From an optimization exercise on the open Yosys and OpenROAD flow, aimed at small area and a short achievable clock period; shortcuts taken in it are not production practice.
Where RTL was checked, it was by simulation tests only, not by an equivalence proof against the original.
Power figures rest on the tool's default switching activity, not on a simulated workload.

==> trial 84: inputs <==
## full_mult
module full_mult
(
    input  [3:0] we,
    input  src_clk, rst,
    input  signed [7:0] data_m1_real, data_m1_imag, data_m2_real, data_m2_imag,
    input  [6:0] Dir_M1, Dir_M2,
    output signed [7:0] coefficient
);
==> module full_mult, before the edit <==
module full_mult
(
    input  [3:0] we,
    input  src_clk, rst,
    input  signed [7:0] data_m1_real, data_m1_imag, data_m2_real, data_m2_imag,
    input  [6:0] Dir_M1, Dir_M2,
    output signed [7:0] coefficient
);
reg [511:0] m1r, m1i, m2r, m2i;
reg [3:0] wr_we;
reg [5:0] wr_a1, wr_a2;
reg [7:0] wr_d1r, wr_d1i, wr_d2r, wr_d2i;
always @(posedge src_clk) begin
    wr_we  <= we;
    wr_a1  <= Dir_M1[5:0];
    wr_a2  <= Dir_M2[5:0];
    wr_d1r <= data_m1_real;
    wr_d1i <= data_m1_imag;
    wr_d2r <= data_m2_real;
    wr_d2i <= data_m2_imag;
end
integer w;
always @(posedge src_clk) begin
    for (w = 0; w < 8; w = w + 1) begin
        if (we[0] && Dir_M1[5:0] == w) m1r[8*w +: 8] <= data_m1_real;
        if (we[2] && Dir_M1[5:0] == w) m1i[8*w +: 8] <= data_m1_imag;
        if (we[1] && Dir_M2[5:0] == w) m2r[8*w +: 8] <= data_m2_real;
        if (we[3] && Dir_M2[5:0] == w) m2i[8*w +: 8] <= data_m2_imag;
    end
    for (w = 8; w < 64; w = w + 1) begin
        if (wr_we[0] && wr_a1 == w) m1r[8*w +: 8] <= wr_d1r;
        if (wr_we[2] && wr_a1 == w) m1i[8*w +: 8] <= wr_d1i;
        if (wr_we[1] && wr_a2 == w) m2r[8*w +: 8] <= wr_d2r;
        if (wr_we[3] && wr_a2 == w) m2i[8*w +: 8] <= wr_d2i;
    end
end
reg [6:0] n;
reg [7:0] ih, jh, ih2, jh2;
reg sw;
wire [6:0] n_next = n + 7'd1;
always @(posedge src_clk or negedge rst) begin
    if (!rst) begin
        n   <= 7'd0;
        ih  <= 8'd1;
        jh  <= 8'd1;
        ih2 <= 8'd1;
        jh2 <= 8'd1;
        sw  <= 1'b0;
    end else begin
        n   <= n_next;
        jh  <= {jh[6:0], jh[7]};
        if (n[2:0] == 3'd7) ih <= {ih[6:0], ih[7]};
        ih2 <= 8'd1 << n_next[5:3];
        jh2 <= 8'd1 << n_next[2:0];
        if (n[5:0] == 6'd63) sw <= ~sw;
    end
end
reg [63:0] ar, ai, br, bi;
integer r;
always @(*) begin
    ar = 64'd0; ai = 64'd0; br = 64'd0; bi = 64'd0;
    for (r = 0; r < 8; r = r + 1) begin
        ar = ar | (m1r[64*r +: 64] & {64{ih[r]}});
        ai = ai | (m1i[64*r +: 64] & {64{ih2[r]}});
        br = br | (m2r[64*r +: 64] & {64{jh[r]}});
        bi = bi | (m2i[64*r +: 64] & {64{jh2[r]}});
    end
end
reg [63:0] s1_ar, s1_ai, s1_bx, s1_by;
reg s1_im;
always @(posedge src_clk) begin
    s1_ar <= ar;
    s1_ai <= ai;
    s1_bx <= sw ? bi : br;
    s1_by <= n[6] ? br : bi;
    s1_im <= n[6];
end
reg [63:0] s2_hx0, s2_hx1, s2_hy0, s2_hy1;
reg [7:0]  s2_cx, s2_cy;
reg s2_im;
wire [63:0] hx0, hx1, hy0, hy1;
wire [7:0]  cx, cy;
genvar g;
generate
    for (g = 0; g < 8; g = g + 1) begin : lane
        mulcs8 mx (.a(s1_ar[8*g +: 8]), .b(s1_bx[8*g +: 8]),
                   .h0(hx0[8*g +: 8]), .h1(hx1[8*g +: 8]), .c(cx[g]));
        mulcs8 my (.a(s1_ai[8*g +: 8]), .b(s1_by[8*g +: 8]),
                   .h0(hy0[8*g +: 8]), .h1(hy1[8*g +: 8]), .c(cy[g]));
    end
endgenerate
always @(posedge src_clk) begin
    s2_hx0 <= hx0; s2_hx1 <= hx1; s2_cx <= cx;
    s2_hy0 <= hy0; s2_hy1 <= hy1; s2_cy <= cy;
    s2_im  <= s1_im;
end
reg [63:0] px, py;
integer k;
always @(*) begin
    for (k = 0; k < 8; k = k + 1) begin
        px[8*k +: 8] = s2_hx0[8*k +: 8] + s2_hx1[8*k +: 8] + s2_cx[k];
        py[8*k +: 8] = s2_hy0[8*k +: 8] + s2_hy1[8*k +: 8] + s2_cy[k];
    end
end
reg [31:0] s3_x, s3_y;
reg s3_im;
integer q;
reg signed [8:0] sx, sy;
always @(posedge src_clk) begin
    for (q = 0; q < 4; q = q + 1) begin
        sx = $signed(px[16*q +: 8]) + $signed(px[16*q+8 +: 8]);
        sy = $signed(py[16*q +: 8]) + $signed(py[16*q+8 +: 8]);
        s3_x[8*q +: 8] <= sx[8:1];
        s3_y[8*q +: 8] <= sy[8:1];
    end
    s3_im <= s2_im;
end
reg signed [8:0] lx0, lx1, ly0, ly1, lx, ly;
reg [7:0] s4_x, s4_y;
reg s4_im;
always @(*) begin
    lx0 = $signed(s3_x[7:0])   + $signed(s3_x[15:8]);
    lx1 = $signed(s3_x[23:16]) + $signed(s3_x[31:24]);
    ly0 = $signed(s3_y[7:0])   + $signed(s3_y[15:8]);
    ly1 = $signed(s3_y[23:16]) + $signed(s3_y[31:24]);
    lx  = $signed(lx0[8:1]) + $signed(lx1[8:1]);
    ly  = $signed(ly0[8:1]) + $signed(ly1[8:1]);
end
always @(posedge src_clk) begin
    s4_x  <= lx[8:1];
    s4_y  <= ly[8:1];
    s4_im <= s3_im;
end
reg signed [8:0] fin;
reg [7:0] s5;
always @(*) begin
    if (s4_im) fin = $signed(s4_x) + $signed(s4_y);
    else       fin = $signed(s4_x) - $signed(s4_y);
end
always @(posedge src_clk)
    s5 <= fin[8:1];
assign coefficient = s5;
endmodule
export LEC_CHECK = 0
export CAP_MARGIN = 20
export CORE_MARGIN = 2
export CORE_UTILIZATION = 60
export CTS_BUF_LIST = sky130_fd_sc_hd__clkbuf_16
export CTS_CLUSTER_DIAMETER = 60
export CTS_CLUSTER_SIZE = 30
export PLACE_DENSITY = 0.75
export SLEW_MARGIN = 20
create_clock -name core_clock -period 9.0 [get_ports {src_clk}]
standard.sh (not shown) runs the stock make flow with config.mk's settings and CLKGATE_MAP_FILE= SYNTH_SCRIPT=/design/flow/synth_recipe.tcl, a recipe that flattens the netlist after the stock synthesis.
==> flow/flow/run.sh <==
#!/bin/bash
set -euo pipefail
export SETUP_SLACK_MARGIN=6
export BUFFER_PORTS_ARGS="-buffer_cell sky130_fd_sc_hd__buf_4"
bash standard.sh > standard.log 2>&1
==> trial 15: changes against trial 84 <==
--- a/flow/design.v
+++ b/flow/design.v
@@ -1,6 +1,7 @@
-module mulcs8 (input [7:0] a, input [7:0] b, output [7:0] h0, output [7:0] h1, output c);
+module mulcs8 (input [7:0] a, input [7:0] b, output [7:0] h0, output [7:0] h1,
+               output [1:0] l0, output [1:0] l1, output c6);
     wire t1 = (a[0] & b[6]) ^ (a[1] & b[5]);
     wire t2 = (a[0] & b[6]) & (a[1] & b[5]);
     wire t3 = ~(a[0] & b[7]) ^ (a[1] & b[6]) ^ (a[2] & b[5]);
     wire t4 = (~(a[0] & b[7]) & (a[1] & b[6])) | (~(a[0] & b[7]) & (a[2] & b[5])) | ((a[1] & b[6]) & (a[2] & b[5]));
     wire t5 = (a[3] & b[4]) ^ (a[4] & b[3]);
@@ -81,16 +82,23 @@
     wire t80 = (t57 & t38) | (t57 & t56) | (t38 & t56);
     wire t81 = t59 ^ t40 ^ t58;
     wire t82 = (t59 & t40) | (t59 & t58) | (t40 & t58);
     wire t83 = ~(a[6] & b[7]) ^ ~(a[7] & b[6]) ^ t60;
     wire t84 = (~(a[6] & b[7]) & ~(a[7] & b[6])) | (~(a[6] & b[7]) & t60) | (~(a[7] & b[6]) & t60);
-    wire [15:0] r0 = {1'b1, (a[7] & b[7]), t83, t81, t79, t77, t75, t73, t71, t69, t67, t65, t63, t61, (a[0] & b[1]), (a[0] & b[0])};
+    wire [15:0] r0 = {1'b0, (a[7] & b[7]), t83, t81, t79, t77, t75, t73, t71, t69, t67, t65, t63, t61, (a[0] & b[1]), (a[0] & b[0])};
     wire [15:0] r1 = {1'b0, t84, t82, t80, t78, t76, t74, t72, t70, t68, t66, t64, t62, (a[2] & b[0]), (a[1] & b[0]), 1'b0};
-    wire [8:0] lo = r0[7:0] + r1[7:0];
+    wire [5:0] gl = r0[5:0] & r1[5:0];
+    wire [5:0] pl = r0[5:0] | r1[5:0];
+    wire g10 = gl[1] | (pl[1] & gl[0]);
+    wire g32 = gl[3] | (pl[3] & gl[2]), p32 = pl[3] & pl[2];
+    wire g54 = gl[5] | (pl[5] & gl[4]), p54 = pl[5] & pl[4];
+    wire g30 = g32 | (p32 & g10);
     assign h0 = r0[15:8];
     assign h1 = r1[15:8];
-    assign c = lo[8];
+    assign l0 = r0[7:6];
+    assign l1 = r1[7:6];
+    assign c6 = g54 | (p54 & g30);
 endmodule
 module full_mult
 (
     input  [3:0] we,
     input  src_clk, rst,
@@ -166,63 +174,96 @@
     s1_bx <= sw ? bi : br;
     s1_by <= n[6] ? br : bi;
     s1_im <= n[6];
 end
 reg [63:0] s2_hx0, s2_hx1, s2_hy0, s2_hy1;
-reg [7:0]  s2_cx, s2_cy;
+reg [15:0] s2_lx0, s2_lx1, s2_ly0, s2_ly1;
+reg [7:0]  s2_cx6, s2_cy6;
 reg s2_im;
 wire [63:0] hx0, hx1, hy0, hy1;
-wire [7:0]  cx, cy;
+wire [15:0] lx0, lx1, ly0, ly1;
+wire [7:0]  cx6, cy6;
 genvar g;
 generate
     for (g = 0; g < 8; g = g + 1) begin : lane
         mulcs8 mx (.a(s1_ar[8*g +: 8]), .b(s1_bx[8*g +: 8]),
-                   .h0(hx0[8*g +: 8]), .h1(hx1[8*g +: 8]), .c(cx[g]));
+                   .h0(hx0[8*g +: 8]), .h1(hx1[8*g +: 8]),
+                   .l0(lx0[2*g +: 2]), .l1(lx1[2*g +: 2]), .c6(cx6[g]));
         mulcs8 my (.a(s1_ai[8*g +: 8]), .b(s1_by[8*g +: 8]),
-                   .h0(hy0[8*g +: 8]), .h1(hy1[8*g +: 8]), .c(cy[g]));
+                   .h0(hy0[8*g +: 8]), .h1(hy1[8*g +: 8]),
+                   .l0(ly0[2*g +: 2]), .l1(ly1[2*g +: 2]), .c6(cy6[g]));
     end
 endgenerate
 always @(posedge src_clk) begin
-    s2_hx0 <= hx0; s2_hx1 <= hx1; s2_cx <= cx;
-    s2_hy0 <= hy0; s2_hy1 <= hy1; s2_cy <= cy;
+    s2_hx0 <= hx0; s2_hx1 <= hx1; s2_lx0 <= lx0; s2_lx1 <= lx1; s2_cx6 <= cx6;
+    s2_hy0 <= hy0; s2_hy1 <= hy1; s2_ly0 <= ly0; s2_ly1 <= ly1; s2_cy6 <= cy6;
     s2_im  <= s1_im;
 end
-reg [63:0] px, py;
+reg [7:0] s2_cx, s2_cy;
 integer k;
 always @(*) begin
     for (k = 0; k < 8; k = k + 1) begin
-        px[8*k +: 8] = s2_hx0[8*k +: 8] + s2_hx1[8*k +: 8] + s2_cx[k];
-        py[8*k +: 8] = s2_hy0[8*k +: 8] + s2_hy1[8*k +: 8] + s2_cy[k];
-    end
-end
+        s2_cx[k] = (s2_lx0[2*k+1] & s2_lx1[2*k+1])
+                 | ((s2_lx0[2*k+1] | s2_lx1[2*k+1])
+                    & ((s2_lx0[2*k] & s2_lx1[2*k]) | ((s2_lx0[2*k] | s2_lx1[2*k]) & s2_cx6[k])));
+        s2_cy[k] = (s2_ly0[2*k+1] & s2_ly1[2*k+1])
+                 | ((s2_ly0[2*k+1] | s2_ly1[2*k+1])
+                    & ((s2_ly0[2*k] & s2_ly1[2*k]) | ((s2_ly0[2*k] | s2_ly1[2*k]) & s2_cy6[k])));
+    end
+end
+wire [31:0] l1x, l1y;
+generate
+    for (g = 0; g < 4; g = g + 1) begin : avg1
+        wire [7:0] xa = s2_hx0[16*g +: 8], xb = s2_hx1[16*g +: 8];
+        wire [7:0] xc = s2_hx0[16*g+8 +: 8], xd = s2_hx1[16*g+8 +: 8];
+        wire [7:0] xs1 = xa ^ xb ^ xc;
+        wire [8:0] xc1 = {(xa & xb) | (xa & xc) | (xb & xc), s2_cx[2*g]};
+        wire [8:0] xs2 = {1'b0, xs1} ^ xc1 ^ {1'b0, xd};
+        wire [8:0] xk2 = ({1'b0, xs1} & xc1) | ({1'b0, xs1} & {1'b0, xd}) | (xc1 & {1'b0, xd});
+        wire [8:0] xsum = xs2 + {xk2[7:0], s2_cx[2*g+1]};
+        assign l1x[8*g +: 8] = {~xsum[8], xsum[7:1]};
+        wire [7:0] ya = s2_hy0[16*g +: 8], yb = s2_hy1[16*g +: 8];
+        wire [7:0] yc = s2_hy0[16*g+8 +: 8], yd = s2_hy1[16*g+8 +: 8];
+        wire [7:0] ys1 = ya ^ yb ^ yc;
+        wire [8:0] yc1 = {(ya & yb) | (ya & yc) | (yb & yc), s2_cy[2*g]};
+        wire [8:0] ys2 = {1'b0, ys1} ^ yc1 ^ {1'b0, yd};
+        wire [8:0] yk2 = ({1'b0, ys1} & yc1) | ({1'b0, ys1} & {1'b0, yd}) | (yc1 & {1'b0, yd});
+        wire [8:0] ysum = ys2 + {yk2[7:0], s2_cy[2*g+1]};
+        assign l1y[8*g +: 8] = {~ysum[8], ysum[7:1]};
+    end
+endgenerate
 reg [31:0] s3_x, s3_y;
 reg s3_im;
-integer q;
-reg signed [8:0] sx, sy;
-always @(posedge src_clk) begin
-    for (q = 0; q < 4; q = q + 1) begin
-        sx = $signed(px[16*q +: 8]) + $signed(px[16*q+8 +: 8]);
-        sy = $signed(py[16*q +: 8]) + $signed(py[16*q+8 +: 8]);
-        s3_x[8*q +: 8] <= sx[8:1];
-        s3_y[8*q +: 8] <= sy[8:1];
-    end
+always @(posedge src_clk) begin
+    s3_x  <= l1x;
+    s3_y  <= l1y;
     s3_im <= s2_im;
 end
-reg signed [8:0] lx0, lx1, ly0, ly1, lx, ly;
+wire [7:0] tx, ty;
+generate
+    for (g = 0; g < 2; g = g + 1) begin : avg23
+        wire [31:0] v = g ? s3_y : s3_x;
+        wire [6:0] a = {~v[7],  v[6:1]},   b = {~v[15], v[14:9]};
+        wire [6:0] c = {~v[23], v[22:17]}, d = {~v[31], v[30:25]};
+        wire [6:0] s1 = a ^ b ^ c;
+        wire [7:0] c1 = {(a & b) | (a & c) | (b & c), v[0] & v[8]};
+        wire [7:0] s2 = {1'b0, s1} ^ c1 ^ {1'b0, d};
+        wire [7:0] k2 = ({1'b0, s1} & c1) | ({1'b0, s1} & {1'b0, d}) | (c1 & {1'b0, d});
+        wire [8:0] u = {1'b0, s2} + {k2, v[16] & v[24]};
+        wire [7:0] t = {~u[8], u[7:1]};
+        if (g) begin : gy
+            assign ty = t;
+        end else begin : gx
+            assign tx = t;
+        end
+    end
+endgenerate
 reg [7:0] s4_x, s4_y;
 reg s4_im;
-always @(*) begin
-    lx0 = $signed(s3_x[7:0])   + $signed(s3_x[15:8]);
-    lx1 = $signed(s3_x[23:16]) + $signed(s3_x[31:24]);
-    ly0 = $signed(s3_y[7:0])   + $signed(s3_y[15:8]);
-    ly1 = $signed(s3_y[23:16]) + $signed(s3_y[31:24]);
-    lx  = $signed(lx0[8:1]) + $signed(lx1[8:1]);
-    ly  = $signed(ly0[8:1]) + $signed(ly1[8:1]);
-end
-always @(posedge src_clk) begin
-    s4_x  <= lx[8:1];
-    s4_y  <= ly[8:1];
+always @(posedge src_clk) begin
+    s4_x  <= tx;
+    s4_y  <= ty;
     s4_im <= s3_im;
 end
 reg signed [8:0] fin;
 reg [7:0] s5;
 always @(*) begin
--- a/flow/config.mk
+++ b/flow/config.mk
@@ -7,9 +7,9 @@
 export LEC_CHECK = 0
 export CAP_MARGIN = 20
 export CORE_MARGIN = 2
 export CORE_UTILIZATION = 60
 export CTS_BUF_LIST = sky130_fd_sc_hd__clkbuf_16
-export CTS_CLUSTER_DIAMETER = 60
+export CTS_CLUSTER_DIAMETER = 100
 export CTS_CLUSTER_SIZE = 30
 export PLACE_DENSITY = 0.75
 export SLEW_MARGIN = 20
==> trial 38: changes against trial 84 <==
--- a/flow/design.v
+++ b/flow/design.v
@@ -97,75 +97,49 @@
     input  signed [7:0] data_m1_real, data_m1_imag, data_m2_real, data_m2_imag,
     input  [6:0] Dir_M1, Dir_M2,
     output signed [7:0] coefficient
 );
 reg [511:0] m1r, m1i, m2r, m2i;
-reg [3:0] wr_we;
-reg [5:0] wr_a1, wr_a2;
-reg [7:0] wr_d1r, wr_d1i, wr_d2r, wr_d2i;
-always @(posedge src_clk) begin
-    wr_we  <= we;
-    wr_a1  <= Dir_M1[5:0];
-    wr_a2  <= Dir_M2[5:0];
-    wr_d1r <= data_m1_real;
-    wr_d1i <= data_m1_imag;
-    wr_d2r <= data_m2_real;
-    wr_d2i <= data_m2_imag;
-end
 integer w;
 always @(posedge src_clk) begin
-    for (w = 0; w < 8; w = w + 1) begin
+    for (w = 0; w < 64; w = w + 1) begin
         if (we[0] && Dir_M1[5:0] == w) m1r[8*w +: 8] <= data_m1_real;
         if (we[2] && Dir_M1[5:0] == w) m1i[8*w +: 8] <= data_m1_imag;
         if (we[1] && Dir_M2[5:0] == w) m2r[8*w +: 8] <= data_m2_real;
         if (we[3] && Dir_M2[5:0] == w) m2i[8*w +: 8] <= data_m2_imag;
     end
-    for (w = 8; w < 64; w = w + 1) begin
-        if (wr_we[0] && wr_a1 == w) m1r[8*w +: 8] <= wr_d1r;
-        if (wr_we[2] && wr_a1 == w) m1i[8*w +: 8] <= wr_d1i;
-        if (wr_we[1] && wr_a2 == w) m2r[8*w +: 8] <= wr_d2r;
-        if (wr_we[3] && wr_a2 == w) m2i[8*w +: 8] <= wr_d2i;
-    end
 end
 reg [6:0] n;
-reg [7:0] ih, jh, ih2, jh2;
-reg sw;
-wire [6:0] n_next = n + 7'd1;
+reg [7:0] ih, jh;    
 always @(posedge src_clk or negedge rst) begin
     if (!rst) begin
-        n   <= 7'd0;
-        ih  <= 8'd1;
-        jh  <= 8'd1;
-        ih2 <= 8'd1;
-        jh2 <= 8'd1;
-        sw  <= 1'b0;
+        n  <= 7'd0;
+        ih <= 8'd1;
+        jh <= 8'd1;
     end else begin
-        n   <= n_next;
-        jh  <= {jh[6:0], jh[7]};
+        n  <= n + 7'd1;
+        jh <= {jh[6:0], jh[7]};
         if (n[2:0] == 3'd7) ih <= {ih[6:0], ih[7]};
-        ih2 <= 8'd1 << n_next[5:3];
-        jh2 <= 8'd1 << n_next[2:0];
-        if (n[5:0] == 6'd63) sw <= ~sw;
     end
 end
 reg [63:0] ar, ai, br, bi;
 integer r;
 always @(*) begin
     ar = 64'd0; ai = 64'd0; br = 64'd0; bi = 64'd0;
     for (r = 0; r < 8; r = r + 1) begin
         ar = ar | (m1r[64*r +: 64] & {64{ih[r]}});
-        ai = ai | (m1i[64*r +: 64] & {64{ih2[r]}});
+        ai = ai | (m1i[64*r +: 64] & {64{ih[r]}});
         br = br | (m2r[64*r +: 64] & {64{jh[r]}});
-        bi = bi | (m2i[64*r +: 64] & {64{jh2[r]}});
+        bi = bi | (m2i[64*r +: 64] & {64{jh[r]}});
     end
 end
 reg [63:0] s1_ar, s1_ai, s1_bx, s1_by;
 reg s1_im;
 always @(posedge src_clk) begin
     s1_ar <= ar;
     s1_ai <= ai;
-    s1_bx <= sw ? bi : br;
+    s1_bx <= n[6] ? bi : br;
     s1_by <= n[6] ? br : bi;
     s1_im <= n[6];
 end
 reg [63:0] s2_hx0, s2_hx1, s2_hy0, s2_hy1;
 reg [7:0]  s2_cx, s2_cy;
==> flow/run.sh (new file) <==
#!/bin/bash
# synth_recipe.tcl (not shown) runs the flow's synth.tcl, then flattens the netlist and writes it again
# the make line also repeats each setting of config.mk as NAME=value (left out here)
make -C /OpenROAD-flow-scripts/flow DESIGN_CONFIG=/design/flow/config.mk WORK_HOME=/design/flow/orfs CLKGATE_MAP_FILE= SYNTH_SCRIPT=/design/flow/synth_recipe.tcl finish
==> flow/config.mk (replaced) <==
export PLATFORM = sky130hd
export DESIGN_NAME = full_mult
export DESIGN_NICKNAME = full_mult
export VERILOG_FILES = /design/flow/design.v
export SDC_FILE = /design/flow/constraint.sdc
export NUM_CORES = 4
export LEC_CHECK = 0
export ABC_CLOCK_PERIOD_IN_PS = 4000
export CAP_MARGIN = 20
export CORE_MARGIN = 2
export CORE_UTILIZATION = 45
export CTS_BUF_LIST = sky130_fd_sc_hd__clkbuf_16
export CTS_CLUSTER_DIAMETER = 60
export CTS_CLUSTER_SIZE = 30
export PLACE_DENSITY = 0.6
export SETUP_SLACK_MARGIN = 5
export SLEW_MARGIN = 20
removed: flow/flow/run.sh
removed: flow/standard.sh
==> metrics.md <==
| Metric | Value |
|---|---|
| Antenna violations before repair | `21` |
| Synth top area cells | `edfxtp_1 (51%), dfxtp_1 (11%), fa_1 (10%)` |
| Crit-path slowest cell | `fa_2` |
| Outcome | `finished clean` |
| Final-layout fill cell count | `13800` |
| Sequential share of power | `56.0%` |
| Overall power | `25000 µW` |
| CTS Buf Count | `161` |
The numbers above come from trial 84.

==> metrics.md <==
| Metric | Value |
|---|---|
| Outcome | `finished clean` |
| Overall power | `22200 µW` |
| Final-layout fill cell count | `13700` |
| Antenna violations before repair | `25` |
| Synth top area cells | `edfxtp_1 (52%), fa_1 (12%), dfxtp_1 (12%)` |
| Crit-path slowest cell | `dfxtp_2` |
| Sequential share of power | `64.4%` |
The numbers above come from trial 15.

==> metrics.md <==
| Metric | Value |
|---|---|
| Sequential share of power | `59.5%` |
| Overall power | `22300 µW` |
| CTS Buf Count | `168` |
| Final-layout fill cell count | `22300` |
| Synth top area cells | `edfxtp_1 (52%), fa_1 (10%), dfxtp_1 (10%)` |
| Outcome | `finished clean` |
| Antenna violations before repair | `42` |
| Layout cells sized above 1 | `5.12%` |
The numbers above come from trial 38.

For trial 38, only the layout was checked, not whether the RTL still works.

[static timing again, ports no longer ideal]
In the flow no input, the clock included, has a driving cell. The finished layouts below were timed again as built, in two steps. Step 1 (the two cells are an assumption about what drives the block):
set clk [get_ports {src_clk}]
set_driving_cell -lib_cell sky130_fd_sc_hd__clkbuf_16 $clk
set_driving_cell -lib_cell sky130_fd_sc_hd__buf_2 [delete_from_list [all_inputs] $clk]
Step 2 adds t to the input delays and takes it off the output delays; t is the mean of the earliest and latest rising clock arrival at the registers after step 1. Input paths then give back, and output paths get back, about the clock's delay inside the block. a / b / c = ideal / step 1 / step 2; a / b = the first two.
run	t (ns)	setup slack, ns	hold slack, ns
trial 84	0.933	5.725 / 5.725 / 5.169	0.330 / 0.330 / 0.330
trial 15	0.886	5.931 / 5.845 / 5.207	0.344 / 0.344 / 0.344
trial 38	0.939	5.133 / 5.192 / 4.254	0.329 / 0.329 / 0.329
After both steps every run listed still meets setup and hold. For trial 38, which loses most, drivers alone change the setup slack by +0.059 ns; drivers and shift together by -0.879 ns.
